This design comes from an exercise in tuning for small area, a short achievable clock period and few clock cycles on the open sky130 flow, not from production work.
Function was checked by simulation only, so behaviour that the tests miss may differ from the original.
Power is estimated from default activity; no workload was simulated.

== lane 1 ==
==> flow/design.v <==
module alu(
    input  [15:0] a,
    input  [15:0] b,            
    input         op_arith,     
    input         op_sub,       
    input         op_and,
    input         op_or,        
    input         op_xor,
    input         op_not,
    input         op_shl,
    input         op_shr,
    output [15:0] result,
    output        zero,
    output        negative,
    output        carry,
    output        overflow
);
wire [15:0] p = a ^ b;
wire [15:0] g = a & b;
wire [15:0] G0 = {g[15:1], g[0] | (p[0] & op_sub)};
wire [15:0] P0 = {p[15:1], 1'b0};
wire [15:0] G1, P1, G2, P2, G3, P3, G4;
genvar i;
generate
    for (i = 0; i < 16; i = i + 1) begin : pfx
        if (i >= 1) begin : s1
            assign G1[i] = G0[i] | (P0[i] & G0[i-1]);
            assign P1[i] = P0[i] & P0[i-1];
        end else begin : n1
            assign G1[i] = G0[i];
            assign P1[i] = P0[i];
        end
        if (i >= 2) begin : s2
            assign G2[i] = G1[i] | (P1[i] & G1[i-2]);
            assign P2[i] = P1[i] & P1[i-2];
        end else begin : n2
            assign G2[i] = G1[i];
            assign P2[i] = P1[i];
        end
        if (i >= 4) begin : s3
            assign G3[i] = G2[i] | (P2[i] & G2[i-4]);
            assign P3[i] = P2[i] & P2[i-4];
        end else begin : n3
            assign G3[i] = G2[i];
            assign P3[i] = P2[i];
        end
        if (i >= 8) begin : s4
            assign G4[i] = G3[i] | (P3[i] & G3[i-8]);
        end else begin : n4
            assign G4[i] = G3[i];
        end
    end
endgenerate
wire [16:0] c   = {G4, op_sub};
wire [15:0] sum = p ^ c[15:0];
wire [15:0] r_logic = ({16{op_and}} & g)              |
                      ({16{op_or}}  & (a | b))        |
                      ({16{op_xor}} & p)              |
                      ({16{op_not}} & ~a)             |
                      ({16{op_shl}} & {a[14:0], 1'b0}) |
                      ({16{op_shr}} & {1'b0, a[15:1]});
assign result = ({16{op_arith}} & sum) | r_logic;
wire [15:0] cz  = {a[14:0] | b[14:0], op_sub};
wire [15:0] ez  = op_arith ? (p ^ cz) : r_logic;
assign zero     = ~|ez;
assign negative = result[15];
assign carry    = (op_arith & c[16]) | (op_shl & a[15]) | (op_shr & a[0]);
assign overflow = op_arith & (a[15] == b[15]) & (sum[15] != a[15]);
endmodule
module register_file(
    input          clk,
    input          rst,
    input          wr_en,
    input  [2:0]   rd_addr,      
    input  [15:0]  rd_data,
    output [111:0] regs,         
    output [7:1]   valid         
);
reg [15:0] r [1:7];
reg [7:1]  valid_r;
genvar k;
generate
    for (k = 1; k <= 7; k = k + 1) begin : g_reg
        always @(posedge clk or posedge rst)
            if (rst)
                valid_r[k] <= 1'b0;
            else if (wr_en && rd_addr == k)
                valid_r[k] <= 1'b1;
        always @(posedge clk)
            if (wr_en && rd_addr == k)
                r[k] <= rd_data;
        assign regs[16*k-1 -: 16] = r[k];
    end
endgenerate
assign valid = valid_r;
endmodule
module solix16_cpu(
    input         clk,           
    input         rst,           
    output [11:0] imem_addr,     
    input  [15:0] imem_data,     
    output [11:0] dmem_addr,     
    output [15:0] dmem_wdata,    
    output        dmem_we,       
    input  [15:0] dmem_rdata,    
    output        halted         
);
localparam OP_MOV = 4'b1000;
localparam OP_JMP = 4'b1001;
localparam OP_JZ  = 4'b1010;
localparam OP_JNZ = 4'b1011;
localparam OP_LD  = 4'b1100;
localparam OP_ST  = 4'b1101;
localparam OP_HLT = 4'b1111;
reg  [15:0] pc;              
reg  [3:0]  flags;           
reg         halt_r;
reg  [15:0] ex_a, ex_b;      
reg         ex_arith, ex_sub, ex_and, ex_or, ex_xor, ex_not, ex_shl, ex_shr, ex_ld;
reg         ex_wr;           
reg  [2:0]  ex_rd;
reg         ex_flagwr;       
reg         ex_st;
wire [15:0] alu_result;
wire        alu_zero, alu_negative, alu_carry, alu_overflow;
alu u_alu (
    .a        (ex_a),
    .b        (ex_b),
    .op_arith (ex_arith),
    .op_sub   (ex_sub),
    .op_and   (ex_and),
    .op_or    (ex_or),
    .op_xor   (ex_xor),
    .op_not   (ex_not),
    .op_shl   (ex_shl),
    .op_shr   (ex_shr),
    .result   (alu_result),
    .zero     (alu_zero),
    .negative (alu_negative),
    .carry    (alu_carry),
    .overflow (alu_overflow)
);
wire [15:0] ex_result = ex_ld ? dmem_rdata : alu_result;
wire [3:0]  flags_new = {alu_overflow, alu_carry, alu_negative, alu_zero};
wire [111:0] regs;
wire [7:1]   valid;
register_file u_regs (
    .clk     (clk),
    .rst     (rst),
    .wr_en   (ex_wr),
    .rd_addr (ex_rd),
    .rd_data (ex_result),
    .regs    (regs),
    .valid   (valid)
);
wire        z_now = ex_flagwr ? alu_zero : flags[0];
always @(posedge clk or posedge rst)
    if (rst)
        flags <= 4'b0;
    else if (ex_flagwr)
        flags <= flags_new;
assign dmem_addr  = ex_a[11:0];
assign dmem_wdata = ex_b;
assign dmem_we    = ex_st;
assign halted     = halt_r;
wire [15:0] instr  = imem_data;
wire [3:0]  opcode = instr[15:12];
wire [3:0]  rd     = instr[11:8];
wire [3:0]  rs     = instr[7:4];
wire [3:0]  rt     = instr[3:0];
wire [7:0]  imm8   = instr[7:0];
wire [11:0] target = instr[11:0];
wire is_alu = (opcode[3] == 1'b0);
wire is_sub = (opcode == 4'b0001);
wire is_mov = (opcode == OP_MOV);
wire is_ld  = (opcode == OP_LD);
wire is_st  = (opcode == OP_ST);
wire is_jmp = (opcode == OP_JMP);
wire is_jz  = (opcode == OP_JZ);
wire is_jnz = (opcode == OP_JNZ);
wire is_hlt = (opcode == OP_HLT);
wire stop = halt_r | is_hlt;
function [15:0] read_reg;
    input [3:0]   addr;
    input [111:0] regs_v;
    input [7:1]   valid_v;
    input [15:0]  pc_v;
    input [3:0]   flags_v;
    input         ex_wr_v;
    input [2:0]   ex_rd_v;
    input         ex_flagwr_v;
    reg   [15:0]  v;
    integer       k;
    begin
        v = 16'h0000;
        for (k = 1; k <= 7; k = k + 1)
            v = v | ({16{valid_v[k] && addr == k}} & regs_v[16*k-1 -: 16]);
        v = v | ({16{addr == 4'd8}} & 16'h0FFF)
              | ({16{addr == 4'd9}} & pc_v)
              | ({16{addr == 4'd10 && !ex_flagwr_v}} & {12'h000, flags_v});
        read_reg = v;
    end
endfunction
wire [15:0] rs_reg = read_reg(rs, regs, valid, pc, flags, ex_wr, ex_rd, ex_flagwr);
wire [15:0] rt_reg = read_reg(rt, regs, valid, pc, flags, ex_wr, ex_rd, ex_flagwr);
wire rs_fwd  = ex_wr && rs == {1'b0, ex_rd};
wire rt_fwd  = ex_wr && rt == {1'b0, ex_rd};
wire rs_fwdf = ex_flagwr && rs == 4'd10;
wire rt_fwdf = ex_flagwr && rt == 4'd10;
wire [15:0] rs_val = rs_fwd ? ex_result : rs_fwdf ? {12'h000, flags_new} : rs_reg;
wire [15:0] rt_val = rt_fwd ? ex_result : rt_fwdf ? {12'h000, flags_new} : rt_reg;
wire [15:0] pc_inc = pc + 16'd1;
wire [15:0] pc_z1 = (is_jmp | is_jz)  ? {4'h0, target} : pc_inc;
wire [15:0] pc_z0 = (is_jmp | is_jnz) ? {4'h0, target} : pc_inc;
always @(posedge clk or posedge rst)
    if (rst) begin
        pc     <= 16'h0000;
        halt_r <= 1'b0;
    end else begin
        pc     <= z_now ? pc_z1 : pc_z0;
        if (stop)
            halt_r <= 1'b1;
    end
always @(posedge clk or posedge rst)
    if (rst) begin
        ex_wr     <= 1'b0;
        ex_flagwr <= 1'b0;
        ex_st     <= 1'b0;
    end else begin
        ex_wr     <= ~stop & (is_alu | is_mov | is_ld) & (rd[3] == 1'b0) & (rd[2:0] != 3'd0);
        ex_flagwr <= ~stop & is_alu;
        ex_st     <= ~stop & is_st;
    end
always @(posedge clk) begin
    ex_rd    <= rd[2:0];
    ex_a     <= is_mov ? 16'h0000 : rs_val;
    ex_b     <= is_mov ? {8'h00, imm8} : is_sub ? ~rt_val : rt_val;
    ex_arith <= is_alu & (opcode[2:1] == 2'b00);
    ex_sub   <= is_sub;
    ex_and   <= is_alu & (opcode[2:0] == 3'b010);
    ex_or    <= (is_alu & (opcode[2:0] == 3'b011)) | is_mov;
    ex_xor   <= is_alu & (opcode[2:0] == 3'b100);
    ex_not   <= is_alu & (opcode[2:0] == 3'b101);
    ex_shl   <= is_alu & (opcode[2:0] == 3'b110);
    ex_shr   <= is_alu & (opcode[2:0] == 3'b111);
    ex_ld    <= is_ld;
end
assign imem_addr = pc[11:0];
endmodule
export LEC_CHECK = 0
export CAP_MARGIN = 20
export CORE_MARGIN = 2
export CORE_UTILIZATION = 40
export SETUP_SLACK_MARGIN = 2.3
export SLEW_MARGIN = 20
create_clock -name core_clock -period 5.3 [get_ports {clk}]
standard.sh (not shown) runs the stock make flow with config.mk's settings and CLKGATE_MAP_FILE= SYNTH_SCRIPT=/design/flow/synth_recipe.tcl, a recipe that flattens the netlist after the stock synthesis.
==> flow/flow/run.sh <==
#!/bin/bash
# Layout flow: the standard ORFS flow (standard.sh, synthesis unchanged),
# with two changes to the layout steps:
#  - the ports are buffered with sky130_fd_sc_hd__buf_1 (still one buffer on
#    every input and output port) instead of the default delay-buffer cell;
#  - timing repair may resize a cell to any equivalent cell, not only to one
#    of the same footprint.
# The full output of the flow goes to flow_make.log in this folder; ORFS
# keeps each step's own log under orfs/logs/.
set -euo pipefail
export BUFFER_PORTS_ARGS="-buffer_cell sky130_fd_sc_hd__buf_1"
bash standard.sh MATCH_CELL_FOOTPRINT=0 finish > flow_make.log 2>&1
Testbench counts of lane 1, summed over its fixed seeds: cycles 136,711.
Relative to lane 1, the following input files were edited for lane 2:
diff --git a/flow/design.v b/flow/design.v
--- a/flow/design.v
+++ b/flow/design.v
@@ -58,13 +58,20 @@
                       ({16{op_xor}} & p)              |
                       ({16{op_not}} & ~a)             |
                       ({16{op_shl}} & {a[14:0], 1'b0}) |
                       ({16{op_shr}} & {1'b0, a[15:1]});
 assign result = ({16{op_arith}} & sum) | r_logic;
-wire [15:0] cz  = {a[14:0] | b[14:0], op_sub};
-wire [15:0] ez  = op_arith ? (p ^ cz) : r_logic;
-assign zero     = ~|ez;
+wire [15:0] cz      = {a[14:0] | b[14:0], op_sub};
+wire        z_arith = ~|(p ^ cz);
+wire        z_a_lo  = ~|a[14:1];
+assign zero = (op_arith & z_arith)                      |
+              (op_and   & ~|g)                          |
+              (op_or    & z_a_lo & ~a[0] & ~a[15] & ~|b) |
+              (op_xor   & ~|p)                          |
+              (op_not   & (&a))                         |
+              (op_shl   & z_a_lo & ~a[0])               |
+              (op_shr   & z_a_lo & ~a[15]);
 assign negative = result[15];
 assign carry    = (op_arith & c[16]) | (op_shl & a[15]) | (op_shr & a[0]);
 assign overflow = op_arith & (a[15] == b[15]) & (sum[15] != a[15]);
 endmodule
 module register_file(
## What came out
- Min overall routing resource usage across lane 1 and lane 2: lane 1
- Clock power share: lane 2 vs lane 1, no meaningful difference
- Lane 2 ended with more global routing met3 resource utilization than lane 1.
- Summary of lane 2 over lane 1: sequential share of layout area went up; total net switching power went up; non-clock buffer total of the final layout went down; leakage power summed over all cells went down.
- Summary of lane 2 over lane 1: area growth from synthesis to final layout went down 2.9 points, post-cts sizing count went down 39.
Testbench counts of lane 2, summed over its fixed seeds: cycles 136,711.

## afterwards: timing with drivers on the ports
No port has a modelled driver above. Below, the same layouts with a new extraction and two added sets of constraints.
Step 1 sets driving cells, clkbuf_16 on the clock port and buf_2 on the other inputs (assumed; they add their load-dependent delay and slew).
Step 2, shift: input delay + t, output delay - t, t = (earliest + latest rising clock arrival at the registers) / 2. This alone moves slack from input paths to output paths.
Three values: no drivers, after step 1, after step 2; two values: the first two.
run | t, ns | setup slack, ns | latest minus earliest clock arrival (ns)
lane 1 | 0.480 | 2.283 / 2.283 / 1.895 | 0.013 / 0.013
lane 2 | 0.486 | 2.228 / 2.228 / 1.884 | 0.018 / 0.017
After both steps setup and hold are still met in every run listed. For lane 1, which loses most, drivers alone change the setup slack by 0.000 ns; drivers and shift together by -0.388 ns.
